Background: an optimization exercise with open tools, aiming at small area and a short achievable clock period. Do not read the settings as production practice.
The RTL was checked by simulation tests, not by an equivalence proof against the original design.
Power and IR drop assume default switching activity.

==> design/flow/design.v <==
module adler32 (
  input         rst_n, clk,
  input         size_valid,
  input  [31:0] size,
  input         data_start,
  input  [ 7:0] data,
  output        checksum_valid,
  output [31:0] checksum
);
  wire busy, in_data, last_data;
  controller ctl( rst_n, clk, size_valid, data_start,
    last_data, checksum_valid, busy, in_data );
  datapath datap( clk, size, busy, data, in_data, last_data, checksum );
endmodule
module controller (
  input      rst_n, clk,
  input      size_valid,
  input      data_start,
  input      last_data,
  output reg checksum_valid,
  output     busy,
  output reg in_data
);
  reg wait_ds;
  wire idle = ~(wait_ds | in_data | checksum_valid);
  wire go   = idle & size_valid;
  assign busy = wait_ds | in_data;
  always @( posedge clk ) begin
    wait_ds        <= rst_n & ( go & ~data_start | wait_ds & ~data_start );
    in_data        <= rst_n & ( ( go | wait_ds ) & data_start | in_data & ~last_data );
    checksum_valid <= rst_n & in_data & last_data;
  end
endmodule
module datapath (
  input         clk,
  input  [31:0] size,
  input         busy,
  input  [ 7:0] data,
  input         in_data,
  output        last_data,
  output [31:0] checksum
);
  reg  [15:0] A, B;
  reg  [31:0] size_cnt;
  assign checksum  = { B, A };
  assign last_data = ( size_cnt == 32'h00000001 );
  always @( posedge clk )
    size_cnt <= busy ? size_cnt - in_data : size;
  wire [15:0] nA;
  modadd8 addA ( A, data, nA );
  wire [7:0] al = A[7:0], bl = B[7:0];
  wire [7:0] x1 = al ^ bl, g1 = al & bl;
  wire [7:0] s1 = x1 ^ data;                      
  wire [8:0] c1 = { g1 | ( x1 & data ), 1'b0 };
  wire [7:0] L0, L1, L2;
  wire [2:0] T0, T1, T2;
  zsum #( 8'd0  ) z0 ( s1, c1, L0, T0 );
  zsum #( 8'd15 ) z1 ( s1, c1, L1, T1 );
  zsum #( 8'd30 ) z2 ( s1, c1, L2, T2 );
  wire [9:0] S0 = A[15:8] + B[15:8];
  wire [9:0] S1 = S0 + 10'd1;
  wire [9:0] S2 = S0 + 10'd2;
  wire [9:0] S3 = S0 + 10'd3;
  wire [3:0] f1 = { S3[9] | S3[8], S2[9] | S2[8], S1[9] | S1[8], S0[9] | S0[8] };
  wire [3:0] f2 = { S3[9], S2[9], S1[9], S0[9] };
  wire ge1 = f1[0] | T1[0] & f1[1] | T1[1] & f1[2] | T1[2] & f1[3];
  wire ge2 = f2[0] | T2[0] & f2[1] | T2[1] & f2[2] | T2[2] & f2[3];
  wire [7:0] H0 = T0[2] ? S3[7:0] : T0[1] ? S2[7:0] : T0[0] ? S1[7:0] : S0[7:0];
  wire [7:0] H1 = T1[2] ? S3[7:0] : T1[1] ? S2[7:0] : T1[0] ? S1[7:0] : S0[7:0];
  wire [7:0] H2 = T2[2] ? S3[7:0] : T2[1] ? S2[7:0] : T2[0] ? S1[7:0] : S0[7:0];
  wire [7:0] lo = ge2 ? L2 : ge1 ? L1 : L0;
  wire [7:0] hi = ge2 ? H2 : ge1 ? H1 : H0;
  wire [15:0] nB = { hi, lo };
  always @( posedge clk ) begin
    A <= in_data ? nA : 16'd1;
    B <= in_data ? nB : 16'd0;
  end
endmodule
module zsum #( parameter [7:0] K = 8'd0 ) (
  input  [7:0] s,
  input  [8:0] c,
  output [7:0] lo,
  output [2:0] t
);
  wire [7:0] s2 = s ^ c[7:0] ^ K;
  wire [8:0] c2 = { ( s & c[7:0] ) | ( ( s | c[7:0] ) & K ), 1'b0 };
  wire [9:0] r;
  ks #(8) add ( s2, c2[7:0], 1'b0, r );
  wire       c8 = r[8];
  assign lo = r[7:0];
  assign t  = { c[8] & c2[8] & c8,
                c[8] & c2[8] | c[8] & c8 | c2[8] & c8,
                c[8] | c2[8] | c8 };
endmodule
module modadd8 (
  input  [15:0] x,
  input  [ 7:0] d,
  output [15:0] y
);
  wire [9:0] lo, s15;
  ks #(8) add_lo ( x[7:0], d, 1'b0, lo );
  wire [7:0] cs_s = x[7:0] ^ d ^ 8'h0f;
  wire [8:0] cs_c = { ( x[7:0] & d ) | ( ( x[7:0] | d ) & 8'h0f ), 1'b0 };
  ks #(8) add_15 ( cs_s, cs_c[7:0], 1'b0, s15 );
  wire       ge256 = cs_c[8] | s15[8];
  wire       ge512 = cs_c[8] & s15[8];
  wire       hff  = &x[15:8];
  wire       hfe  = ( x[15:8] == 8'hfe );
  wire       wrap = hff & ge256 | hfe & ge512;
  wire [7:0] hi1  = x[15:8] + 1'b1;
  wire [7:0] hi   = lo[8] ? hi1 : x[15:8];
  assign y = wrap ? { 8'h00, s15[7:0] } : { hi, lo[7:0] };
endmodule
module ks #( parameter W = 8 ) (
  input  [W-1:0] a, b,
  input          ci,
  output [9:0]   s
);
  localparam L = ( W > 16 ) ? 5 : ( W > 8 ) ? 4 : ( W > 4 ) ? 3 : ( W > 2 ) ? 2 : 1;
  wire [W-1:0] g [0:L];
  wire [W-1:0] p [0:L];
  assign g[0] = a & b;
  assign p[0] = a ^ b;
  genvar i, j;
  generate
    for( j = 0; j < L; j = j + 1 ) begin : lvl
      for( i = 0; i < W; i = i + 1 ) begin : bt
        if( i >= ( 1 << j ) ) begin : mrg
          assign g[j+1][i] = g[j][i] | p[j][i] & g[j][i-(1<<j)];
          assign p[j+1][i] = p[j][i] & p[j][i-(1<<j)];
        end else begin : pas
          assign g[j+1][i] = g[j][i];
          assign p[j+1][i] = p[j][i];
        end
      end
    end
  endgenerate
  wire [W:0] c = { g[L] | p[L] & { W{ci} }, ci };
  wire [W:0] r = { c[W], p[0] ^ c[W-1:0] };
  assign s = r;
endmodule
==> design/flow/flow/run.sh <==
#!/bin/bash
# The standard ORFS layout with two changes:
#  - Yosys's full/half-adder extraction is off (ADDER_MAP_FILE empty), so
#    ABC maps all of the arithmetic itself;
#  - ports are buffered with buf_1 instead of the default delay buffer.
set -u
export ADDER_MAP_FILE=
export BUFFER_PORTS_ARGS="-buffer_cell sky130_fd_sc_hd__buf_1"
bash standard.sh > standard.log 2>&1
==> design/flow/standard.sh <==
#!/bin/bash
# synth_recipe.tcl (not shown) runs the flow's synth.tcl, then flattens the netlist and writes it again
# the make line also repeats each setting of config.mk as NAME=value (left out here)
make -C /OpenROAD-flow-scripts/flow DESIGN_CONFIG=/design/flow/config.mk WORK_HOME=/design/flow/orfs CLKGATE_MAP_FILE= SYNTH_SCRIPT=/design/flow/synth_recipe.tcl "${@:-finish}"
==> design/flow/config.mk <==
export PLATFORM = sky130hd
export DESIGN_NAME = adler32
export DESIGN_NICKNAME = adler32
export VERILOG_FILES = /design/flow/design.v
export SDC_FILE = /design/flow/constraint.sdc
export NUM_CORES = 4
export LEC_CHECK = 0
export ABC_AREA = 1
export CAP_MARGIN = 20
export CORE_MARGIN = 2
export CORE_UTILIZATION = 40
export PLACE_DENSITY = 0.75
export SETUP_SLACK_MARGIN = 3.2
export SLEW_MARGIN = 20
==> design/flow/constraint.sdc <==
create_clock -name core_clock -period 6.5 [get_ports {clk}]
set_input_delay 1.3000 -clock core_clock [delete_from_list [all_inputs] [get_ports {clk}]]
set_output_delay 1.3000 -clock core_clock [all_outputs]
set_load 0.01 [all_outputs]
==> notes.md, run 1 <==
- Number of flops mapped to enable cells by yosys: 0
- Hold_sp: datap.size_cnt[3]$_DFF_P_
- Setup crit end kind: register
- Layout area overhead: 17.7%
- Critical Path Most Common Cell: sky130_fd_sc_hd__nand3_2
- Ratio of cells with drive above 1 in the final layout: 14.8%
- Crit path DAT: 3340 ps
- Number of warnings reported in the yosys synthesis log: 3
- Vias/cell: around 5.0
- Clk slew on worst S/H paths: 60 ps
- Wire length of the first global-routing pass: 26.8 mm
- Flop-to-flop setup slack: about 3700 ps
- Syn nets: roughly 1,100
- Most Used Layer, Global Route: met2
- Transition time at the pin with the least slew margin: 886 ps
- Worst setup margin: about 3400 ps
- Type of the worst setup path: in -> reg
- RR Endpoint: datap.size_cnt[29]$_DFF_P_
- Endpoints failing setup: 0
- Met3 usage in global routing: around 3.0%
- Mean instance size in the synthesized netlist: approximately 5.7 um^2
- Normalized max-slew margin: 40.9%
- Max rail drop VDD: roughly 0.17 mV
- Antenna diode count: 0
- Global-route usage over all layers: 20.2%
- Clock tree root driver cell: sky130_fd_sc_hd__clkbuf_16
- Met2 track demand over resource in global routing: 33.5%
- Number of DRC violations after detailed-routing iteration 0: 351
- Max Fanout on Critical Path: 10
- Fraction of registers with async set/reset: 0%
- Maximum number of pins on one net before global-route repair: 36
- Via count of the first global-routing pass: ~6,000
- Placed wire-length estimate: 11.9 mm
- Worst clock skew: 4.77 ps
- TNS Setup: 0 ps
- Avg WL per Cell: 12.1 um
- Slowest stage delay, CP: 310 ps
- Initial cell density of the core: between 40% and 50%
- Proportion of synthesized chip area in sequential cells: between 20 and 25%
- Total length of routed wires: 15.8 mm
- Number of buffers between clock root and the deepest sink: 2
- # H-tree levels: 3
- Total of max-cap violations: 0
- Top post-synthesis cells by count: sky130_fd_sc_hd__nand2_1, sky130_fd_sc_hd__nor2_1, sky130_fd_sc_hd__inv_1, sky130_fd_sc_hd__nand3_1, sky130_fd_sc_hd__dfxtp_1
- Number of buffers and inverters on the critical path: 3
- CTS tree: built
- CTS buffer count: 9
- Final standard cell count with taps included and fillers excluded: 1,305
- Final RePlAce weighted congestion: 0.891
- Share of the clock period used by the worst path: roughly 48%
- Tightest hold margin: between 400 and 500 ps
- Fill count: about 1,500
- Total number of nets in the final design: 1,160
- Cell types with the largest area share after synthesis: sky130_fd_sc_hd__dfxtp_1, sky130_fd_sc_hd__nand2_1, sky130_fd_sc_hd__nor2_1
- Slew Viols, Final: 0
- Post-Synthesis Cells: between 1,000 and 1,500
- Yosys reg bits: 67
- Footprint of the flip-flops and latches: 1350 um^2
- Pre-CTS worst setup slack: 2360 ps
- Die X: 126 um
- Height of the die: 126 um
- Combined area of the multi-input logic cells: roughly 4200 um^2
- Final core utilization: 48.1%
- Critical path launch point type: input port
- Hold path depth: 2
- Crit-path cells: buf_1 > inv_1 > o21ai_2 > nand3_2 > inv_1 > nand3_2 > nand2_2 > nor2_1 > a21oi_2 > nand3_2 > nand3_1 > nand2_2 > nor2_4 > a21oi_1 > nand2_1 > a21oi_1
- Number of buffers inserted by port buffering: 76
- Achievable frequency: 0.320 GHz
- Antenna violations before repair: 0
- I/O pin count: 77
- Cell count after placement: about 1,300
- Status: finished clean
- Endpoint required time on the critical path: 6720 ps
- Row count: 44
- Startpoint of the worst register-to-register path: ctl.in_data$_DFF_P_
- Grt met1 use: 26.1%
- Final ANT Viol Nets: 0
- Time the final worst path needs with I/O delays and setup: 3130 ps
- Final Hold Viols: 0
- Area of the core: 14,500 um^2
- Cell leakage power: 3.46 nW
- Synth top area share: approximately 23%
- Initial DRT Pass Iterations: 5
- Number of remaining DRC errors: 0
- Count of clock tree sinks: 67
- Vias after detailed routing: between 6,000 and 7,000
- Number of hold buffers added after CTS: 0
- Path type of the worst min-delay path: reg -> reg
- Predominant post-synthesis flop cell: sky130_fd_sc_hd__dfxtp_1
- Setup repair after global routing missed its margin: false
- Sum of overflow across all layers after global routing: 0
- Count of different cell masters after synthesis: 46
- Most used standard cell by instance count after synthesis: sky130_fd_sc_hd__nand2_1
- Die ar.: 15,900 um^2
- Leading area contributor after synthesis: sky130_fd_sc_hd__dfxtp_1
- Cell with the biggest individual delay on the critical path: sky130_fd_sc_hd__nor2_4
- R2R depth: 14
- Crit. path cell count: 16
- Endpoint of the worst hold path: datap.size_cnt[3]$_DFF_P_
- Power density over cell area: roughly 230 nW/um^2
- Top cell family by delay on the critical path: simple AND/OR/NAND/NOR gates
- Synthesized area: between 5000 and 6000 um^2
- Worst skew pair latency: 350 ps
-- flip-flops by register name, indices dropped and copies added, names as in the netlist --
| name | flops |
|---|---|
| ctl.in_data | 1 |
| ctl.checksum_valid | 1 |
| datap.A | 16 |
| datap.size_cnt | 32 |
| ctl.wait_ds | 1 |
| datap.B | 16 |
-- kinds of logic after synthesis --
family                 Yosys count  share of synthesized area (%)
XOR/XNOR                        49                           7.79
AO/OA/AOI/OAI                  112                           11.1
flip-flops                      67                           22.6
buffers and inverters          154                           10.4
AND/OR/NAND/NOR                652                           48.2
-- through the flow --
step	cell area (um^2)	total power (W)
CTS	6760	0.00159
finish	7000	0.00161
floorplan	5940	0.000915
detailed placement	6360	0.00102
global placement	6360	0.00101
global route	7000	0.00172
-- worst min-delay path: stages, from the launching register on --
cell and delay, ps:
sky130_fd_sc_hd__dfxtp_1 310, sky130_fd_sc_hd__nand2_1 60, sky130_fd_sc_hd__a31oi_1 60
-- cell type report --
class	instances	area share, %
well taps	184	3.29
clock buffers	10	3.41
flip-flops and latches	67	19.2
inverters	138	7.58
multi-input cells	814	59.8
clock inverters	6	1.36
repair buffers	86	5.35
-- worst max-delay path by stage --
stage	from	end	slack [ps]
6_report	data[4]	datap.B[8]$_SDFF_PN0_	3370
5_1_grt	data[5]	datap.B[13]$_SDFF_PN0_	3180
4_1_cts	data[0]	datap.B[14]$_SDFF_PN0_	3200
3_5_place_dp	data[2]	datap.B[1]$_SDFF_PN0_	2360
3_3_place_gp	data[0]	datap.B[1]$_SDFF_PN0_	2430
2_1_floorplan	data[4]	datap.B[14]$_SDFF_PN0_	3440
-- report_power, final --
group	switching [W]	leakage, nW	internal, W	total (W)
clock network	0.000210	0.164	0.000351	0.000561
logic	0.000358	2.74	0.000193	0.000551
registers	0.0000460	0.555	0.000453	0.000499
total	0.000614	3.46	0.000997	0.00161
-- repair_timing --
| action | CTS | global route |
|---|---|---|
| hold endpoints to repair | 0 | 0 |
| pin swaps | 3 | 13 |
| endpoints found under the setup margin | 28 | 33 |
| resized for setup | 8 | 62 |
| buffers inserted | 3 | 7 |
| gates cloned | 1 | 0 |
-- metal layers --
layer	up-vias	wire [um]
li1	3440	-
met1	2830	7160
met2	167	7390
met3	35	801
met4	0	497
met5	-	0
-- cell usage in the layout (no fill, tap or decap), drive strengths merged, types with 2 or more instances in the layout --
cell type,instances
nand2,362
nor2,153
inv,141
nand3,105
buf,81
dfxtp,67
o21ai,45
a21oi,41
xor2,35
clkbuf,15
xnor2,14
a31oi,12
o211ai,9
nor3,9
nand4,8
nor4,7
or2,5
a21boi,3
bufinv,2
==> run 2: changes to the inputs <==
--- a/design/flow/config.mk
+++ b/design/flow/config.mk
@@ -9,6 +9,6 @@
 export CAP_MARGIN = 20
 export CORE_MARGIN = 2
-export CORE_UTILIZATION = 40
+export CORE_UTILIZATION = 50
 export PLACE_DENSITY = 0.75
-export SETUP_SLACK_MARGIN = 3.2
+export SETUP_SLACK_MARGIN = 3.15
 export SLEW_MARGIN = 20
==> run 2 against run 1 <==
- setup slack got worse by 90 ps
- clock power fell by 3.9%
- sequential share of layout area up 0.40 points
- critical path depth is 4 higher
- synthesized area stayed put
- hold slack gained 9.2 ps
- utilization grew 11 points
- combinational power shrank 1%
- largest cell class unchanged
- largest power group is now combinational logic
- highest routed layer unchanged
==> notes.md, run 2 <==
- Synth top area share: 22.6% (unchanged)
- I/O pin count: 77 (unchanged)
- Number of hold buffers added after CTS: 0 (unchanged)
- Type of the worst setup path: in -> reg
- Post-route total power: 0.00158 W (-1.9%)
- Total length of routed wires: 15.5 mm (-2.5%)
- Normalized max-slew margin: 43.2% (+2.4 points)
- Syn nets: 1,078 (unchanged)
- Area of the core: 11,500 um^2 (-21%)
- Number of flops mapped to enable cells by yosys: 0 (unchanged)
- TNS Setup: 0 ps (unchanged)
- Ratio of cells with drive above 1 in the final layout: 13.0% (-1.8 points)
- R2R depth: 14 (unchanged)
- Antenna diode count: 0 (unchanged)
- Adder and majority gate portion of the synthesized area: 0% (unchanged)
- Fraction of registers with async set/reset: 0% (unchanged)
- Time the final worst path needs with I/O delays and setup: 3220 ps (+90.3 ps)
- Antenna violations before repair: 0 (unchanged)
- Final RePlAce weighted congestion: 0.954 (+7.1%)
- Leading cell type in the layout, fill and taps excluded: sky130_fd_sc_hd__nand2_1
- Number of buffers between clock root and the deepest sink: 2 (unchanged)
- Crit path DAT: 3430 ps (+90 ps)
- Post-Synthesis Cells: 1,034 (unchanged)
- Endpoint of the worst hold path: datap.size_cnt[5]$_DFF_P_
- Count of clock tree sinks: 67 (unchanged)
- RR Endpoint: datap.size_cnt[29]$_DFF_P_
- Flop-to-flop setup slack: 3560 ps (-100 ps)
- Die ar.: 12,800 um^2 (-19%)
- CTS tree: built
- Clock tree root driver cell: sky130_fd_sc_hd__clkbuf_16
- Initial cell density of the core: 51.6% (+11 points)
- Tightest hold margin: 478 ps (+9.15 ps)
- Predominant post-synthesis flop cell: sky130_fd_sc_hd__dfxtp_1
- Total of max-cap violations: 0 (unchanged)
- Count of different cell masters after synthesis: 46 (unchanged)
- Final ANT Viol Nets: 0 (unchanged)
- Setup crit end kind: register
- Post-synthesis compound-gate area fraction: 11.1% (unchanged)
- Mux share of post-synthesis cell area: 0% (unchanged)
- Number of buffers inserted by port buffering: 76 (unchanged)
- Setup repair after global routing missed its margin: true
- Combinational family with the most area after synthesis: simple AND/OR/NAND/NOR gates
- Top post-synthesis cells by count: sky130_fd_sc_hd__nand2_1, sky130_fd_sc_hd__nor2_1, sky130_fd_sc_hd__inv_1, sky130_fd_sc_hd__nand3_1, sky130_fd_sc_hd__dfxtp_1
- CTS buffer count: 9 (unchanged)
- Synthesized area: 5940 um^2 (unchanged)
- Startpoint of the worst register-to-register path: ctl.in_data$_DFF_P_
- Proportion of synthesized chip area in sequential cells: 22.6% (unchanged)
- Vias after detailed routing: 6,480 (+0.12%)
- Maximum number of pins on one net before global-route repair: 36 (unchanged)
- Number of DRC violations after detailed-routing iteration 0: 356 (+1.4%)
- Global-route usage over all layers: 24.2% (+4.0 points)
- Hold path depth: 2 (unchanged)
- Hold_sp: datap.size_cnt[5]$_DFF_P_
- Most frequent cells in the layout: sky130_fd_sc_hd__nand2_1, sky130_fd_sc_hd__nor2_1, sky130_fd_sc_hd__inv_1
- Slew Viols, Final: 0 (unchanged)
- # H-tree levels: 3 (unchanged)
- Via count of the first global-routing pass: 5,738 (-4.5%)
- Cell leakage power: 3.42 nW (-1.1%)
- Power density over cell area: 231 nW/um^2 (+0.38%)
- Simple-gate area share of the yosys netlist: 48.2% (unchanged)
- Endpoints failing setup: 0 (unchanged)
- Status: finished clean
- Transition time at the pin with the least slew margin: 851 ps (-35.4 ps)
- Initial DRT Pass Iterations: 16 (+11)
- Achievable frequency: 0.311 GHz (-2.8%)
- Critical path launch point type: input port
- Total number of nets in the final design: 1,160 (unchanged)
- Worst clock skew: 5.92 ps (+1.15 ps)
- Wire length of the first global-routing pass: 25.8 mm (-3.7%)
- Die X: 113 um (-10%)
- Max rail drop VDD: 0.171 mV (+2.2%)
- Number of warnings reported in the yosys synthesis log: 3 (unchanged)
- Leading area contributor after synthesis: sky130_fd_sc_hd__dfxtp_1
- Yosys reg bits: 67 (unchanged)
- Layout area overhead: 15.1%
- Max FFs per register: 32 (unchanged)
- Final Hold Viols: 0 (unchanged)
- Clk slew on worst S/H paths: 60 ps (about the same)
- Sum of overflow across all layers after global routing: 0 (unchanged)
- Most used standard cell by instance count after synthesis: sky130_fd_sc_hd__nand2_1
- Register name with the most flops: datap.size_cnt
- Worst skew pair latency: 330 ps (-20 ps)
- Mean instance size in the synthesized netlist: 5.75 um^2 (unchanged)
- Avg WL per Cell: 12.2 um (+0.71%)
- Biggest registers after layout: datap.size_cnt: 32 flops, datap.A: 16 flops, datap.B: 16 flops
- Path type of the worst min-delay path: reg -> reg
- Cell types with the largest area share after synthesis: sky130_fd_sc_hd__dfxtp_1, sky130_fd_sc_hd__nand2_1, sky130_fd_sc_hd__nor2_1
- Vias/cell: 5.13 (+3.4%)
- Height of the die: 113 um (-10%)
- Xor/xnor cell area share of the yosys netlist: 7.79% (unchanged)
- Endpoint required time on the critical path: 6720 ps (about the same)
- Number of remaining DRC errors: 0 (unchanged)
- Share of the clock period used by the worst path: 49.5% (+1.4 points)
- Row count: 39 (-11%)
- Max Fanout on Critical Path: 5 (-5)
- Placed wire-length estimate: 11.7 mm (-1.9%)
-- run 2: cell counts after synthesis --
Identical to the previous run, type by type.
-- run 2: per-stage QoR --
stage               instances  area (um^2)  worst slack (ps)  util (%)
global route             1264         6840              2990      59.4
floorplan                1034         5940              3440         -
CTS                      1257         6690              3170      58.1
global placement         1238         6320              2440      54.9
detailed placement       1238         6320              2350      54.9
finish                   1264         6840              3280      59.4
-- run 2: area by class of cell --
| class | instances | area (um^2) |
|---|---|---|
| flip-flops and latches | 67 | 1340 |
| repair buffers | 85 | 373 |
| clock inverters | 6 | 86.3 |
| fillers | 1158 | 4670 |
| multi-input cells | 815 | 4100 |
| well taps | 143 | 179 |
| clock buffers | 10 | 239 |
| inverters | 138 | 526 |
-- run 2: worst max-delay path by stage --
stage	slack [ps]	startpoint	end	depth (start not counted)
2_1_floorplan	3440	data[4]	datap.B[14]$_SDFF_PN0_	18
3_3_place_gp	2440	data[4]	datap.B[1]$_SDFF_PN0_	20
3_5_place_dp	2350	data[4]	datap.B[1]$_SDFF_PN0_	18
4_1_cts	3170	data[3]	datap.A[13]$_SDFFE_PP0P_	23
5_1_grt	2990	data[5]	datap.B[14]$_SDFF_PN0_	21
6_report	3280	data[5]	datap.B[13]$_SDFF_PN0_	20
-- run 2: critical path: stages --
cell and delay, ps:
sky130_fd_sc_hd__buf_1 150, sky130_fd_sc_hd__inv_1 80, sky130_fd_sc_hd__o21ai_2 160, sky130_fd_sc_hd__inv_1 70
sky130_fd_sc_hd__nand2_1 90, sky130_fd_sc_hd__nand2_1 50, sky130_fd_sc_hd__nand2_1 100, sky130_fd_sc_hd__nand2_2 100
sky130_fd_sc_hd__nor2_2 180, sky130_fd_sc_hd__a21oi_2 70, sky130_fd_sc_hd__buf_4 160, sky130_fd_sc_hd__nand2_2 80
sky130_fd_sc_hd__nand4_1 110, sky130_fd_sc_hd__nand2_2 170, sky130_fd_sc_hd__nor2_4 80, sky130_fd_sc_hd__buf_4 150
sky130_fd_sc_hd__nand3_1 60, sky130_fd_sc_hd__nand2_1 50, sky130_fd_sc_hd__nor2_1 140, sky130_fd_sc_hd__nor2_1 60
-- run 2: timing repair --
item	in CTS	in global routing
resized for setup	7	33
cloned	1	1
pin swaps	2	6
endpoints found under the setup margin	24	36
buffers inserted	2	6
-- run 2: cell families (layout without fill, tap and decap cells) --
| group | count (synthesis) | count (layout) |
|---|---|---|
| flip-flops | 67 | 67 |
| AO/OA/AOI/OAI | 112 | 112 |
| buffers and inverters | 154 | 239 |
| AND/OR/NAND/NOR | 652 | 654 |
| XOR/XNOR | 49 | 49 |
-- run 2: per-layer routing --
layer,vias up,track usage [%],wire length (um)
met5,-,0,0
met4,0,6.34,259
met3,24,4.02,797
met2,153,42.2,7280
met1,2867,31.1,7120
li1,3436,-,-
-- run 2: power breakdown --
group,total [W],leakage [nW],switching [W],internal [W]
sequential,0.000499,0.555,0.0000461,0.000453
clock,0.000539,0.159,0.000193,0.000346
combinational,0.000543,2.70,0.000351,0.000192

==> what the ideal ports hide <==
In the flow no input, the clock included, has a driving cell. The finished layouts below were timed again as built, in two steps. Step 1 assumes that a clkbuf_16 drives the clock port and a buf_2 every other input. Step 2 also shifts input and output timing later by t, the mid clock arrival at the registers, as if the neighbouring blocks saw the same clock. Three values: ideal ports, drivers, drivers and shift; two values: the first two.
| run | t, ns | slack for setup (ns) | worst setup path at the end | worst register clock-pin slew, ns | cell pins on the clock port's net |
|---|---|---|---|---|---|
| run 1 | 0.385 | 3.374 / 3.385 / 3.000 | input to register | 0.06 / 0.06 | 1 |
| run 2 | 0.369 | 3.284 / 3.298 / 2.929 | input to register | 0.06 / 0.06 | 1 |
After both steps setup and hold are still met in every run listed. The setup slack of run 1, which loses most, moves by +0.011 ns with the drivers and by -0.374 ns with both steps.
